This is an optimization exercise on Yosys and OpenROAD, whose aim is small area, not a production implementation.
At most, simulation tests tie the RTL to the original design; equivalence was not proved.
No functional check of the RTL was part of run 1.
Power figures rest on the tool's default switching activity, not on a simulated workload.

==> flow/design.v, too long to show whole: its modules and the start of the top module <==
// module HandwashSensor: 749 lines
module HandwashSensor(
    input clk,
    input reset,
    input acceptLeftHandDistance,
    input [15:0] leftHandDistance,
    input acceptLeftHandGain,
    input [7:0] leftHandGain,
    input acceptRightHandDistance,
    input [15:0] rightHandDistance,
    input acceptRightHandGain,
    input [7:0] rightHandGain,
    output waterOn
);
  // ...
==> flow/flow/run.sh <==
#!/bin/bash
# Own layout flow: the standard synthesis, then its combinational logic
# is rebuilt as an explicit gate netlist (flow/mulgen.py: the same adder
# tree as the RTL, with inverted partial products so the full adders chain
# without inverters, and carry-selected test flags), then the standard
# layout steps from floorplan to finish, with buf_1 port buffers and a
# clock tree of clkbuf_4/clkbuf_8 without dummy loads.
set -euo pipefail
BOUNDS=11,18
RES=orfs/results/${FLOW_PLATFORM}/HandwashSensor/base
LIB=${FLOW_HOME}/platforms/${FLOW_PLATFORM}/lib/sky130_fd_sc_hd__tt_025C_1v80.lib
YOSYS=$(command -v yosys || echo "${FLOW_HOME}/../tools/install/yosys/bin/yosys")

bash standard.sh synth > 1_standard_synth.log 2>&1
cp "$RES/1_2_yosys.v" standard_netlist.v
python3 flow/mulgen.py net "$BOUNDS" standard_netlist.v net_pre.v > 2_mulgen.log 2>&1
MAP_LIB="$LIB" MAP_IN=net_pre.v MAP_TOP="$FLOW_TOP" MAP_OUT=net_post.v \
  "$YOSYS" -c flow/map.ys.tcl > 3_map_yosys.log 2>&1
cp net_post.v "$RES/1_2_yosys.v"
rm -f "$RES/1_synth.odb" "$RES/1_synth.sdc"
bash standard.sh finish \
  "BUFFER_PORTS_ARGS=-buffer_cell sky130_fd_sc_hd__buf_1" \
  "CTS_ARGS=-sink_clustering_enable -repair_clock_nets -dont_use_dummy_load -buf_list {sky130_fd_sc_hd__clkbuf_4 sky130_fd_sc_hd__clkbuf_8}" \
  > 4_layout.log 2>&1
==> flow/flow/map.ys.tcl <==
# Map the tail logic of the rewritten netlist; cells already instantiated stay as they are.
set lib $::env(MAP_LIB)
yosys read_liberty -lib $lib
yosys read_verilog $::env(MAP_IN)
yosys hierarchy -check -top $::env(MAP_TOP)
yosys proc
yosys opt -fast
yosys techmap
yosys opt -fast
yosys abc -liberty $lib -dont_use sky130_fd_sc_hd__probe_p_8 -dont_use sky130_fd_sc_hd__probec_p_8 -dont_use sky130_fd_sc_hd__lpflow_* -D 100 mgcar_*
yosys abc -liberty $lib -dont_use sky130_fd_sc_hd__probe_p_8 -dont_use sky130_fd_sc_hd__probec_p_8 -dont_use sky130_fd_sc_hd__lpflow_* -D 7000 $::env(MAP_TOP) mgfin_*
yosys scratchpad -set flatten.separator _
yosys flatten
yosys opt_clean -purge
yosys hilomap -singleton -hicell sky130_fd_sc_hd__conb_1 HI -locell sky130_fd_sc_hd__conb_1 LO
yosys splitnets
yosys opt_clean -purge
yosys stat -liberty $lib
yosys check -assert
yosys write_verilog -noattr -nohex -nodec $::env(MAP_OUT)
==> flow/standard.sh <==
#!/bin/bash
# synth_recipe.tcl (not shown) runs the flow's synth.tcl, then flattens the netlist and writes it again
# the make line also repeats each setting of config.mk as NAME=value (left out here)
make -C /OpenROAD-flow-scripts/flow DESIGN_CONFIG=/design/flow/config.mk WORK_HOME=/design/flow/orfs CLKGATE_MAP_FILE= SYNTH_SCRIPT=/design/flow/synth_recipe.tcl "${@:-finish}"
==> flow/config.mk <==
export PLATFORM = sky130hd
export DESIGN_NAME = HandwashSensor
export DESIGN_NICKNAME = HandwashSensor
export VERILOG_FILES = /design/flow/design.v
export SDC_FILE = /design/flow/constraint.sdc
export NUM_CORES = 4
export LEC_CHECK = 0
export CAP_MARGIN = 20
export CORE_MARGIN = 2
export CORE_UTILIZATION = 40
export GPL_TIMING_DRIVEN = 0
export SLEW_MARGIN = 20
==> flow/constraint.sdc <==
create_clock -name core_clock -period 7.0 [get_ports {clk}]
set_input_delay 1.4000 -clock core_clock [delete_from_list [all_inputs] [get_ports {clk}]]
set_output_delay 1.4000 -clock core_clock [all_outputs]
set_load 0.01 [all_outputs]
Not shown: flow/flow/mulgen.py
==> results.sh, run 1 <==
export IMPL_drv_slew=0
export IMPL_cts_resized=24
export IMPL_cts_num_sinks=49
export IMPL_busiest_layer="met2"
export IMPL_grt_pass1_vias=5940
export IMPL_finalInstanceArea_mm2=0.007945
export IMPL_r2r_slack_ns=0.25
export IMPL_n_antenna_cell=0
export IMPL_non_clock_buffer_area_share_pct=5.480
export IMPL_cellPowerDensity_mw_per_mm2=96.27
export IMPL_die_h_um=136.9
export IMPL_worstPathMaxFanout=10
export IMPL_wl_met2_um=8677
export IMPL_drc_errors=0
export IMPL_finalSetupTns_ns=0
export IMPL_p_int_mw=0.4752
export IMPL_grt_pass1_wl_um=29690
export IMPL_status="finished clean"
export IMPL_whs_path_depth=1
export IMPL_hold_start="leftHandDistanceHeld[7]$_SDFFE_PP0P_"
export IMPL_p_switching_mw=0.2897
export IMPL_tightest_slew_ns=0.8904
export IMPL_worstSetupPathType="reg -> reg"
export IMPL_syn_to_final_growth_pct=12.43
export IMPL_dp_slack_ns=-0.4873
export IMPL_post_drt_wl_per_cell_um=18.38
export IMPL_taps=225
export IMPL_power_clock_mw=0.161
export IMPL_ff_latch_area_mm2=0.001055
export IMPL_inv_count=0
export IMPL_coreArea_mm2=0.01730
export IMPL_switching_share_pct=37.87
export IMPL_cap_viol_max_count=0
==> inputs of run 2 (changes only) <==
--- a/flow/design.v
+++ b/flow/design.v
@@ -255,32 +255,32 @@
 wire l_c97 = (l_pp_10_1 & l_pp_11_0) | ((l_pp_10_1 | l_pp_11_0) & l_c79);
 wire l_s98 = l_pp_10_1 ^ l_pp_11_0 ^ l_c79;
 wire l_c99 = (l_c81 & l_s94) | ((l_c81 | l_s94) & l_s96);
 wire l_s100 = l_c81 ^ l_s94 ^ l_s96;
 wire l_c101 = (l_c83 & l_c85) | ((l_c83 | l_c85) & l_s98);
 wire l_s102 = l_c83 ^ l_c85 ^ l_s98;
 wire l_c103 = (l_s100 & l_c87) | ((l_s100 | l_c87) & l_s102);
 wire l_s104 = l_s100 ^ l_c87 ^ l_s102;
-wire l_c105 = l_c89 & l_s104;
-wire l_s106 = l_c89 ^ l_s104;
+wire l_c105 = (l_c89 & l_s104) | ((l_c89 | l_s104) & l_c91);
+wire l_s106 = l_c89 ^ l_s104 ^ l_c91;
 wire l_c107 = (l_pp_5_7 & l_pp_6_6) | ((l_pp_5_7 | l_pp_6_6) & l_pp_7_5);
 wire l_s108 = l_pp_5_7 ^ l_pp_6_6 ^ l_pp_7_5;
 wire l_c109 = (l_pp_8_4 & l_pp_9_3) | ((l_pp_8_4 | l_pp_9_3) & l_pp_10_2);
 wire l_s110 = l_pp_8_4 ^ l_pp_9_3 ^ l_pp_10_2;
 wire l_c111 = (l_pp_11_1 & l_pp_12_0) | ((l_pp_11_1 | l_pp_12_0) & l_c93);
 wire l_s112 = l_pp_11_1 ^ l_pp_12_0 ^ l_c93;
 wire l_c113 = (l_c95 & l_s108) | ((l_c95 | l_s108) & l_s110);
 wire l_s114 = l_c95 ^ l_s108 ^ l_s110;
 wire l_c115 = (l_c97 & l_c99) | ((l_c97 | l_c99) & l_s112);
 wire l_s116 = l_c97 ^ l_c99 ^ l_s112;
 wire l_c117 = (l_s114 & l_c101) | ((l_s114 | l_c101) & l_s116);
 wire l_s118 = l_s114 ^ l_c101 ^ l_s116;
-wire l_c119 = (l_c103 & l_s118) | ((l_c103 | l_s118) & l_c105);
-wire l_s120 = l_c103 ^ l_s118 ^ l_c105;
+wire l_c119 = l_c103 & l_s118;
+wire l_s120 = l_c103 ^ l_s118;
 wire l_c121 = (l_pp_6_7 & l_pp_7_6) | ((l_pp_6_7 | l_pp_7_6) & l_pp_8_5);
 wire l_s122 = l_pp_6_7 ^ l_pp_7_6 ^ l_pp_8_5;
 wire l_c123 = (l_pp_9_4 & l_pp_10_3) | ((l_pp_9_4 | l_pp_10_3) & l_pp_11_2);
 wire l_s124 = l_pp_9_4 ^ l_pp_10_3 ^ l_pp_11_2;
 wire l_c125 = (l_pp_12_1 & l_pp_13_0) | ((l_pp_12_1 | l_pp_13_0) & l_c107);
 wire l_s126 = l_pp_12_1 ^ l_pp_13_0 ^ l_c107;
 wire l_c127 = (l_c109 & l_s122) | ((l_c109 | l_s122) & l_s124);
 wire l_s128 = l_c109 ^ l_s122 ^ l_s124;
@@ -368,21 +368,21 @@
 wire l_s210 = l_c199 ^ l_s208 ^ l_c201;
 wire l_c211 = (l_s210 & l_c203) | ((l_s210 | l_c203) & l_c205);
 wire l_s212 = l_s210 ^ l_c203 ^ l_c205;
 wire l_c213 = (l_pp_14_7 & l_pp_15_6) | ((l_pp_14_7 | l_pp_15_6) & l_c207);
 wire l_s214 = l_pp_14_7 ^ l_pp_15_6 ^ l_c207;
 wire l_c215 = (l_s214 & l_c209) | ((l_s214 | l_c209) & l_c211);
 wire l_s216 = l_s214 ^ l_c209 ^ l_c211;
 wire l_s217 = l_pp_15_7 ^ l_c213 ^ l_c215;
-wire [3:0] l_sec0 = {l_s92, l_s78, l_s64, l_s50};
-wire l_cin1 = l_c91;
-wire [7:0] l_sec1_sum = {l_s188, l_s176, l_s162, l_s148, l_s134, l_s120, l_s106} + l_cin1;
-wire [6:0] l_sec1 = l_sec1_sum[6:0];
-wire l_cin2 = l_c187 | l_sec1_sum[7];
+wire [4:0] l_sec0 = {l_s106, l_s92, l_s78, l_s64, l_s50};
+wire l_cin1 = l_c105;
+wire [6:0] l_sec1_sum = {l_s188, l_s176, l_s162, l_s148, l_s134, l_s120} + l_cin1;
+wire [5:0] l_sec1 = l_sec1_sum[5:0];
+wire l_cin2 = l_c187 | l_sec1_sum[6];
 wire [5:0] l_sec2_sum = {l_s217, l_s216, l_s212, l_s206, l_s198} + l_cin2;
 wire [4:0] l_sec2 = l_sec2_sum[4:0];
 wire [15:0] lHand = {l_sec2, l_sec1, l_sec0};
 wire l_nonZero = lHand != 16'd0;
 wire l_belowThreshold = lHand < 16'd1500;
 wire r_pp_0_0 = rightHandDistanceHeld[0] & rightHandGainHeld[0];
 wire r_pp_0_1 = rightHandDistanceHeld[0] & rightHandGainHeld[1];
 wire r_pp_0_2 = rightHandDistanceHeld[0] & rightHandGainHeld[2];
@@ -610,32 +610,32 @@
 wire r_c97 = (r_pp_10_1 & r_pp_11_0) | ((r_pp_10_1 | r_pp_11_0) & r_c79);
 wire r_s98 = r_pp_10_1 ^ r_pp_11_0 ^ r_c79;
 wire r_c99 = (r_c81 & r_s94) | ((r_c81 | r_s94) & r_s96);
 wire r_s100 = r_c81 ^ r_s94 ^ r_s96;
 wire r_c101 = (r_c83 & r_c85) | ((r_c83 | r_c85) & r_s98);
 wire r_s102 = r_c83 ^ r_c85 ^ r_s98;
 wire r_c103 = (r_s100 & r_c87) | ((r_s100 | r_c87) & r_s102);
 wire r_s104 = r_s100 ^ r_c87 ^ r_s102;
-wire r_c105 = r_c89 & r_s104;
-wire r_s106 = r_c89 ^ r_s104;
+wire r_c105 = (r_c89 & r_s104) | ((r_c89 | r_s104) & r_c91);
+wire r_s106 = r_c89 ^ r_s104 ^ r_c91;
 wire r_c107 = (r_pp_5_7 & r_pp_6_6) | ((r_pp_5_7 | r_pp_6_6) & r_pp_7_5);
 wire r_s108 = r_pp_5_7 ^ r_pp_6_6 ^ r_pp_7_5;
 wire r_c109 = (r_pp_8_4 & r_pp_9_3) | ((r_pp_8_4 | r_pp_9_3) & r_pp_10_2);
 wire r_s110 = r_pp_8_4 ^ r_pp_9_3 ^ r_pp_10_2;
 wire r_c111 = (r_pp_11_1 & r_pp_12_0) | ((r_pp_11_1 | r_pp_12_0) & r_c93);
 wire r_s112 = r_pp_11_1 ^ r_pp_12_0 ^ r_c93;
 wire r_c113 = (r_c95 & r_s108) | ((r_c95 | r_s108) & r_s110);
 wire r_s114 = r_c95 ^ r_s108 ^ r_s110;
 wire r_c115 = (r_c97 & r_c99) | ((r_c97 | r_c99) & r_s112);
 wire r_s116 = r_c97 ^ r_c99 ^ r_s112;
 wire r_c117 = (r_s114 & r_c101) | ((r_s114 | r_c101) & r_s116);
 wire r_s118 = r_s114 ^ r_c101 ^ r_s116;
-wire r_c119 = (r_c103 & r_s118) | ((r_c103 | r_s118) & r_c105);
-wire r_s120 = r_c103 ^ r_s118 ^ r_c105;
+wire r_c119 = r_c103 & r_s118;
+wire r_s120 = r_c103 ^ r_s118;
 wire r_c121 = (r_pp_6_7 & r_pp_7_6) | ((r_pp_6_7 | r_pp_7_6) & r_pp_8_5);
 wire r_s122 = r_pp_6_7 ^ r_pp_7_6 ^ r_pp_8_5;
 wire r_c123 = (r_pp_9_4 & r_pp_10_3) | ((r_pp_9_4 | r_pp_10_3) & r_pp_11_2);
 wire r_s124 = r_pp_9_4 ^ r_pp_10_3 ^ r_pp_11_2;
 wire r_c125 = (r_pp_12_1 & r_pp_13_0) | ((r_pp_12_1 | r_pp_13_0) & r_c107);
 wire r_s126 = r_pp_12_1 ^ r_pp_13_0 ^ r_c107;
 wire r_c127 = (r_c109 & r_s122) | ((r_c109 | r_s122) & r_s124);
 wire r_s128 = r_c109 ^ r_s122 ^ r_s124;
@@ -723,21 +723,21 @@
 wire r_s210 = r_c199 ^ r_s208 ^ r_c201;
 wire r_c211 = (r_s210 & r_c203) | ((r_s210 | r_c203) & r_c205);
 wire r_s212 = r_s210 ^ r_c203 ^ r_c205;
 wire r_c213 = (r_pp_14_7 & r_pp_15_6) | ((r_pp_14_7 | r_pp_15_6) & r_c207);
 wire r_s214 = r_pp_14_7 ^ r_pp_15_6 ^ r_c207;
 wire r_c215 = (r_s214 & r_c209) | ((r_s214 | r_c209) & r_c211);
 wire r_s216 = r_s214 ^ r_c209 ^ r_c211;
 wire r_s217 = r_pp_15_7 ^ r_c213 ^ r_c215;
-wire [3:0] r_sec0 = {r_s92, r_s78, r_s64, r_s50};
-wire r_cin1 = r_c91;
-wire [7:0] r_sec1_sum = {r_s188, r_s176, r_s162, r_s148, r_s134, r_s120, r_s106} + r_cin1;
-wire [6:0] r_sec1 = r_sec1_sum[6:0];
-wire r_cin2 = r_c187 | r_sec1_sum[7];
+wire [4:0] r_sec0 = {r_s106, r_s92, r_s78, r_s64, r_s50};
+wire r_cin1 = r_c105;
+wire [6:0] r_sec1_sum = {r_s188, r_s176, r_s162, r_s148, r_s134, r_s120} + r_cin1;
+wire [5:0] r_sec1 = r_sec1_sum[5:0];
+wire r_cin2 = r_c187 | r_sec1_sum[6];
 wire [5:0] r_sec2_sum = {r_s217, r_s216, r_s212, r_s206, r_s198} + r_cin2;
 wire [4:0] r_sec2 = r_sec2_sum[4:0];
 wire [15:0] rHand = {r_sec2, r_sec1, r_sec0};
 wire r_nonZero = rHand != 16'd0;
 wire r_belowThreshold = rHand < 16'd1500;
 reg waterOnReg;
 always @(posedge clk) begin
     if (reset)
--- a/flow/flow/run.sh
+++ b/flow/flow/run.sh
@@ -1,17 +1,17 @@
 #!/bin/bash
 # Own layout flow: the standard synthesis, then its combinational logic
 # is rebuilt as an explicit gate netlist (flow/mulgen.py: the same adder
 # tree as the RTL, with inverted partial products so the full adders chain
 # without inverters, and carry-selected test flags), then the standard
 # layout steps from floorplan to finish, with buf_1 port buffers and a
 # clock tree of clkbuf_4/clkbuf_8 without dummy loads.
 set -euo pipefail
-BOUNDS=11,18
+BOUNDS=12,18
 RES=orfs/results/${FLOW_PLATFORM}/HandwashSensor/base
 LIB=${FLOW_HOME}/platforms/${FLOW_PLATFORM}/lib/sky130_fd_sc_hd__tt_025C_1v80.lib
 YOSYS=$(command -v yosys || echo "${FLOW_HOME}/../tools/install/yosys/bin/yosys")
 
 bash standard.sh synth > 1_standard_synth.log 2>&1
 cp "$RES/1_2_yosys.v" standard_netlist.v
 python3 flow/mulgen.py net "$BOUNDS" standard_netlist.v net_pre.v > 2_mulgen.log 2>&1
 MAP_LIB="$LIB" MAP_IN=net_pre.v MAP_TOP="$FLOW_TOP" MAP_OUT=net_post.v \
--- a/flow/flow/mulgen.py
+++ b/flow/flow/mulgen.py
@@ -235,16 +235,32 @@
                       [(f"b{i}",) + pol[final[c][1]] for i, c in enumerate(range(a, a + w))]
                 expr = lambda n, v: f"~{n}" if v else n
                 body = " & ".join(expr(x[0], x[2]) for x in ins[2:])
                 # the section's own carry out is the latest input: it meets
                 # the rest (carry in and all-ones, mapped by ABC) in one gate
                 ins = [ins[0]] + ins[2:]
                 xn = N.named(f"{p}_x{j+1}")
                 top = ins[-1]
+                if co_inv and top[2] and cinv:
+                    # c = ~(co_net & (ci_net | top_net | ~x)), x = the other
+                    # bits all set: carry in, last sum bit and carry out,
+                    # the latest signals, meet in one o31ai
+                    ins = ins[1:-1]
+                    body = " & ".join(expr(x[0], x[2]) for x in ins)
+                    cars.append(
+                        f"module mgcar_{p}{j}({', '.join(x[0] for x in ins)}, x);\n"
+                        f"  input {', '.join(x[0] for x in ins)};\n  output x;\n"
+                        f"  assign x = ~({body});\n"
+                        f"endmodule\n")
+                    pl = ", ".join(f".{x[0]}({x[1]})" for x in ins)
+                    carinst.append(f"  mgcar_{p}{j} mgcar_{p}{j}_u ({pl}, .x({xn}));")
+                    N.cell("o31ai_1", {"A1": cnet, "A2": top[1], "A3": xn, "B1": co_net, "Y": nc})
+                    carry = (nc, False)
+                    continue
                 if co_inv and top[2]:
                     # c = ~(co_net & (top_net | ~x)), x = carry in & the
                     # other bits all set: the section's last sum bit and
                     # carry out, its latest signals, meet in one o21ai
                     ins = ins[:-1]
                     body = " & ".join(expr(x[0], x[2]) for x in ins[1:])
                     cars.append(
                         f"module mgcar_{p}{j}({', '.join(x[0] for x in ins)}, x);\n"
==> run 2 against run 1 <==
  * Synthesized area about the same
  * Synthesized cell count decreased by 0.15%
  * Combinational power decreased by 12%
  * Non-clock buffer count decreased by 28
  * Total power decreased by 3.0%
  * Clock power about the same
  * Sequential power increased by 2%
  * Critical endpoint unchanged
==> results.sh, run 2 <==
export IMPL_drc_errors=0
export IMPL_cap_viol_max_count=0
export IMPL_clock_root_buffer="clkbuf_8"
export IMPL_tightest_slew_ns=0.8868
export IMPL_syn_nets=915
export IMPL_max_clock_freq_ghz=0.1496
export IMPL_grt_pass1_vias=5967
export IMPL_worstPathMaxFanout=17
export IMPL_top_regs="leftHandDistanceHeld (16), rightHandDistanceHeld (16)"
export IMPL_die_area_mm2=0.01876
export IMPL_nNetsFinal=976
export IMPL_ios=55
export IMPL_syn_area_mm2=0.007072
export IMPL_power_mw=0.7421
export IMPL_wirelength_um=16870
export IMPL_whs_path_depth=1
export IMPL_setup_viol=0
export IMPL_grt_pass1_wl_um=29720
export IMPL_nFillCells=1715
export IMPL_core_rowCount=48
export IMPL_vias_per_cell=5.549
export IMPL_n_antenna_cell=0
export IMPL_die_h_um=137.0
export IMPL_port_buffers=54
export IMPL_htree_levels=2
export IMPL_worstReg2RegStart="rightHandGainHeld[4]$_SDFFE_PP0P_"
export IMPL_antenna_found_initial=0
export IMPL_cp_data_required_time_ns=7.21
export IMPL_gr_total_overflow=0
export IMPL_grt_max_degree=18
export IMPL_min_period_ns=6.687
export IMPL_maxSlewHeadroom_pct=40.82
export IMPL_status="finished clean"
export IMPL_final_cell_mix="nand2_1, fa_1, buf_1"
export IMPL_r2r_worst_path_cells=19
export IMPL_crit_path_start="rightHandGainHeld[4]$_SDFFE_PP0P_"
export IMPL_holdPathEnd="rightHandDistanceHeld[6]$_SDFFE_PP0P_"
export IMPL_cts_hold_buf=0
export IMPL_post_drt_wl_per_cell_um=17.89
export IMPL_cts_buffers_inserted=5
export IMPL_cts_num_sinks=49
export IMPL_finalInstanceArea_mm2=0.007645
export IMPL_die_x_um=137.0
export IMPL_final_period_utilization_pct=95.52
export IMPL_hp_class="reg -> reg"
export IMPL_syn_avg_cell_area_um2=10.73
export IMPL_finalSetupTns_ns=0
export IMPL_clkTransAtPathRegs_ns=0.10
export IMPL_first_iter_violations=332
export IMPL_cp_arrival_ns=6.89
export IMPL_synthCells=659
export IMPL_coreArea_mm2=0.01730
export IMPL_drive_gt1_share_pct=2.368
export IMPL_insertion_delay_ns=0.32
export IMPL_rsz0062_at_grt="false"
export IMPL_hold_start="rightHandDistanceHeld[6]$_SDFFE_PP0P_"
export IMPL_ys_warn_count=1
export IMPL_start_util_pct=40.89
export IMPL_end_kind="flip-flop"
export IMPL_postCtsSetupBuffers=0
export IMPL_clk_path_buf_depth=2
export IMPL_syn_to_final_growth_pct=8.103
export IMPL_reg2reg_to="waterOnReg$_SDFF_PP0_"
export IMPL_worstSetupPathType="reg -> reg"
export IMPL_irDropWorstVdd_mv=0.08775
export IMPL_final_common_cell="nand2_1"
export IMPL_gp_congestion=0.7993
export IMPL_p_leak_nw=1.396
export IMPL_place_area_mm2=0.007566
export IMPL_cellPowerDensity_mw_per_mm2=97.08
export IMPL_hold_slack_ns=0.6816
export IMPL_ant_nets=0
export IMPL_cts_tree="yes"
export IMPL_grtUsageTotal_pct=20.29
export IMPL_r2r_slack_ns=0.31
export IMPL_cp_start_kind="flip-flop"
export IMPL_vias=5233
export IMPL_hpwl_um=13480
export IMPL_drv_slew=0
export IMPL_final_hold_violation_count=0
export IMPL_clock_skew_ns=0.01768
export IMPL_drt_pass1_iter_count=5
export IMPL_cts_resized=0
run 2: cell type report:
class | instances | area [um2] | share of cell area, %
clock buffer | 5 | 68.82 | 0.9002
inverter | 4 | 15.01 | 0.1964
sequential | 49 | 991.0 | 12.96
tap | 225 | 281.5 | 3.682
timing repair buffer | 54 | 202.7 | 2.651
multi-input combinational | 606 | 6086 | 79.61
run 2: worst max-delay path by stage:
stage,end,slack [ns],cells after the start
after global placement,waterOnReg$_SDFF_PP0_,0.22,17
after global routing,waterOnReg$_SDFF_PP0_,0.01,19
final,waterOnReg$_SDFF_PP0_,0.31,19
after CTS,waterOnReg$_SDFF_PP0_,0.14,17
after detailed placement,waterOnReg$_SDFF_PP0_,0.17,17
after floorplan,waterOnReg$_SDFF_PP0_,0.77,17
run 2: layer usage:
layer,track usage [%],part of all wire [%],vias up
li1,-,-,2255
met1,28.02,42,2760
met2,33.47,50,189
met3,3.556,6.1,29
met5,0,0,-
met4,4.868,2.0,0
run 2: critical path, stage by stage (launching register included):
cell and delay [ns]:
dfxtp_1 0.81, nand2_1 0.17, fa_1 0.48, fa_1 0.45
fa_1 0.54, fa_1 0.44, or2_1 0.24, fa_1 0.38
fa_1 0.39, fa_1 0.40, or2_1 0.23, fa_1 0.53
nand3b_1 0.19, nor4_1 0.29, o21bai_1 0.14, mux2_1 0.30
a21oi_1 0.15, nor2b_1 0.06, or2_1 0.19, and4b_1 0.19
run 2: power breakdown:
part           switching (mW)  internal, mW  leakage [nW]
Combinational           0.118         0.101         0.953
Sequential             0.0651         0.297         0.407
Clock                  0.0960        0.0648        0.0359
run 2: through the flow:
stage	util, %	worst slack (ns)	instances
final	44.20	0.3134	943
after detailed placement	43.74	0.1684	938
after global routing	44.20	0.009994	943
after global placement	43.68	0.2164	938
after floorplan	-	0.7696	659
after CTS	44.14	0.1414	943
==> inputs of run 3 (changes only) <==
--- a/flow/flow/mulgen.py
+++ b/flow/flow/mulgen.py
@@ -179,6 +179,7 @@
     carry = None        # (net, inverted) carry into the current section
     fins = []           # per section: (Z, L, E) net names, or None for constant
     flags, muxes = {}, {}
+    invflag = set()
     for j, (a, w, k) in enumerate(secs):
         S = N.named(f"{p}_s{j}")
         bits = [sig(final[c][1]) for c in range(a, a + w)]
@@ -211,7 +212,9 @@
                 key = (f0, f1, cnet)
                 if key not in muxes:
                     o = N.named(f"{p}_{name}{j}")
-                    N.cell("mux2_1", {"A0": f0, "A1": f1, "S": cnet, "X": o})
+                    # inverting mux: its output is the complement of the flag
+                    N.cell("mux2i_1", {"A0": f0, "A1": f1, "S": cnet, "Y": o})
+                    invflag.add(o)
                     muxes[key] = o
                 return muxes[key]
             z = mux(z0, z1, "Z")
@@ -286,10 +289,12 @@
                     N.cell("or2_1", {"A": xn, "B": co_net, "X": nc})
                 carry = (nc, False)
     # LT = L_top | E_top & (L_.. | E_.. & (...))
+    def ref(x):
+        return f"~{x}" if x in invflag else x
     lt = "1'b0"
     for z, l, e in fins:
-        lt = f"({l} | ({e} & {lt}))" if l else f"({e} & {lt})"
-    nz = " & ".join(z for z, _, _ in fins)
+        lt = f"({ref(l)} | ({ref(e)} & {lt}))" if l else f"({ref(e)} & {lt})"
+    nz = " & ".join(ref(z) for z, _, _ in fins)
     ins = []
     for f in fins:
         for x in f:
==> run 3 against run 2 <==
  * Still clean on timing, DRC and antenna
  * Clock power hardly changed
  * First-iteration DRC count fell by 30%
  * Synthesized cell count did not move
  * Critical path type unchanged
  * Largest cell class unchanged
  * Largest power group unchanged
==> results.sh, run 3 <==
export IMPL_cellPowerDensity_mw_per_mm2=96.82
export IMPL_critPathMostFrequentCell="fa_1"
export IMPL_cp_start_kind="flip-flop"
export IMPL_max_clock_freq_ghz=0.1479
export IMPL_reg2reg_to="waterOnReg$_SDFF_PP0_"
export IMPL_cap_viol_max_count=0
export IMPL_clkTransAtPathRegs_ns=0.09
export IMPL_antenna_found_initial=0
export IMPL_cp_endpoint="waterOnReg$_SDFF_PP0_"
export IMPL_ant_nets=0
export IMPL_r2r_worst_path_cells=17
export IMPL_path_buf_inv=0
export IMPL_nNetsFinal=976
export IMPL_grt_pass1_wl_um=28390
export IMPL_final_hold_violation_count=0
export IMPL_vias_per_cell=5.435
export IMPL_hold_slack_ns=0.6656
export IMPL_start_util_pct=40.87
export IMPL_r2r_slack_ns=0.24
export IMPL_p_int_mw=0.4613
export IMPL_worstReg2RegStart="leftHandGainHeld[2]$_SDFFE_PP0P_"
export IMPL_clock_root_buffer="clkbuf_8"
export IMPL_cp_data_required_time_ns=7.22
export IMPL_die_x_um=136.9
export IMPL_setup_viol=0
export IMPL_placedCellCount=938
export IMPL_syn_avg_cell_area_um2=10.73
export IMPL_tightest_slew_ns=0.8827
export IMPL_drv_slew=0
export IMPL_pwr_share_clk_pct=22.1
export IMPL_cts_buffers_inserted=5
export IMPL_nFillCells=1649
export IMPL_hpwl_um=12990
export IMPL_crit_path_start="leftHandGainHeld[2]$_SDFFE_PP0P_"
export IMPL_die_h_um=136.9
export IMPL_finalSetupTns_ns=0
export IMPL_wirelength_um=16540
export IMPL_rsz0062_at_grt="false"
export IMPL_syn_to_final_growth_pct=8.018
export IMPL_min_period_ns=6.761
export IMPL_ios=55
export IMPL_combinationalPowerShare_pct=29.0
export IMPL_syn_nets=915
export IMPL_worstPathMaxFanout=17
export IMPL_grtUsageTotal_pct=19.54
export IMPL_n_antenna_cell=0
export IMPL_synthCells=659
export IMPL_final_period_utilization_pct=96.59
export IMPL_post_drt_wl_per_cell_um=17.54
export IMPL_grt_pass1_vias=5871
export IMPL_finalNonFillerCells=943
export IMPL_vias=5125
export IMPL_p_leak_nw=1.423
export IMPL_hp_class="reg -> reg"
export IMPL_cts_tree="yes"
export IMPL_ys_warn_count=1
export IMPL_critPathTopFamily="adder cells"
export IMPL_cp_arrival_ns=6.98
export IMPL_end_kind="flip-flop"
export IMPL_clock_skew_ns=0.008848
export IMPL_cts_num_sinks=49
export IMPL_seqPwrFrac_pct=48.9
export IMPL_top_regs="leftHandDistanceHeld (16), rightHandDistanceHeld (16)"
export IMPL_finalInstanceArea_mm2=0.007636
export IMPL_drt_pass1_iter_count=5
export IMPL_insertion_delay_ns=0.32
export IMPL_place_area_mm2=0.007559
export IMPL_critical_path_cell_chain="nand2_1 -> fa_1 -> fa_1 -> fa_1 -> fa_1 -> fa_1 -> fa_1 -> or2_1 -> fa_1 -> fa_1 -> fa_1 -> fa_1 -> o31ai_1 -> mux2i_1 -> a21oi_1 -> or2_1 -> and4b_1"
export IMPL_gp_congestion=0.8037
export IMPL_grt_max_degree=18
export IMPL_cp_slowest_cell="dfxtp_1"
export IMPL_p_switching_mw=0.2780
export IMPL_htree_levels=2
export IMPL_drc_errors=0
export IMPL_die_area_mm2=0.01875
export IMPL_gr_total_overflow=0
export IMPL_coreArea_mm2=0.01730
export IMPL_irDropWorstVdd_mv=0.06586
export IMPL_port_buffers=54
export IMPL_crit_cells=17
export IMPL_clk_path_buf_depth=2
export IMPL_cts_hold_buf=0
export IMPL_first_iter_violations=233
export IMPL_syn_area_mm2=0.007069
export IMPL_cpPeakStageDelay_ns=0.78
export IMPL_worstSetupPathType="reg -> reg"
export IMPL_maxSlewHeadroom_pct=40.89
export IMPL_final_cell_mix="nand2_1, fa_1, buf_1"
export IMPL_core_rowCount=48
export IMPL_switching_share_pct=37.61
export IMPL_final_common_cell="nand2_1"
export IMPL_status="finished clean"
export IMPL_drive_gt1_share_pct=1.671
==> run 3: worst min-delay path by stage <==
stage / from / end / slack (ns) / cells after the start
2_1_floorplan: leftHandDistanceHeld[0]$_SDFFE_PP0P_ / leftHandDistanceHeld[0]$_SDFFE_PP0P_ / 0.57 / 1
3_3_place_gp: rightHandDistanceHeld[0]$_SDFFE_PP0P_ / rightHandDistanceHeld[0]$_SDFFE_PP0P_ / 0.66 / 1
3_5_place_dp: rightHandDistanceHeld[0]$_SDFFE_PP0P_ / rightHandDistanceHeld[0]$_SDFFE_PP0P_ / 0.66 / 1
4_1_cts: rightHandDistanceHeld[0]$_SDFFE_PP0P_ / rightHandDistanceHeld[0]$_SDFFE_PP0P_ / 0.67 / 1
5_1_grt: rightHandDistanceHeld[0]$_SDFFE_PP0P_ / rightHandDistanceHeld[0]$_SDFFE_PP0P_ / 0.71 / 1
6_report: rightHandDistanceHeld[0]$_SDFFE_PP0P_ / rightHandDistanceHeld[0]$_SDFFE_PP0P_ / 0.67 / 1
==> run 3: cell type report <==
type	count	area, um2	area share (%)
Sequential cell	49	984.7	12.90
Multi-Input combinational cell	606	6083	79.67
Clock buffer	5	68.82	0.9012
Tap cell	225	281.5	3.687
Timing Repair Buffer	54	202.7	2.654
Inverter	4	15.01	0.1966
==> run 3: power groups by stage <==
stage                     Combinational (mW)  Sequential [mW]  Clock [mW]
final                                  0.214            0.361       0.164
after global routing                   0.248            0.367       0.179
after floorplan                        0.164            0.339           0
after global placement                 0.207            0.366           0
after CTS                              0.218            0.360       0.170
after detailed placement               0.217            0.366           0
==> run 3: repair_timing <==
| action | 4_1_cts | 5_1_grt |
|---|---|---|
| setup endpoints to repair | 0 | 1 |
| resized for setup | 0 | 3 |
| setup buffers | 0 | 0 |
| endpoints found under the hold margin | 0 | 0 |
==> run 3: through the flow <==
step / utilization (%) / total power, mW / setup slack [ns]
after global placement: 43.67 / 0.5738 / 0.2883
after global routing: 44.15 / 0.7941 / 0.01059
after detailed placement: 43.70 / 0.5832 / 0.1877
after floorplan: - / 0.5026 / 0.9055
after CTS: 44.10 / 0.7481 / 0.1699
final: 44.15 / 0.7393 / 0.2388
==> run 3: worst register-to-register path: cells and delay by family, from the launching register on <==
kind,cells,cell delay (ns)
compound gates,2,0.43
fa+ha+maj,10,4.27
flops,1,0.78
mux,1,0.34
simple gates,4,0.86
==> run 3: per-layer routing <==
layer  track usage (%)  vias to the layer above  part of all wire (%)
li1                  -                     2253                     -
met1             25.72                     2728                    43
met2             33.91                      118                    52
met3             2.444                       26                   3.5
met4             5.670                        0                   2.0
met5                 0                        -                     0

## port drivers added, routing unchanged
No port has a modelled driver above. Below, the same layouts with a new extraction and two added sets of constraints.
Step 1 sets driving cells, clkbuf_16 on the clock port and buf_2 on the other inputs (assumed; they add their load-dependent delay and slew).
Step 2 adds t to the input delays and takes it off the output delays; t is the mean of the earliest and latest rising clock arrival at the registers after step 1. Input paths then give back, and output paths get back, about the clock's delay inside the block.
Three values: no drivers, after step 1, after step 2; two values: the first two.
run	t, ns	setup WS [ns]	worst setup path at the end	worst data-port slew with drivers (ns)
run 1	0.344	0.248 / 0.248 / 0.248	register to register	0.04
run 2	0.345	0.313 / 0.313 / 0.313	register to register	0.04
run 3	0.353	0.239 / 0.239 / 0.239	register to register	0.05
After both steps every run listed still meets setup and hold.
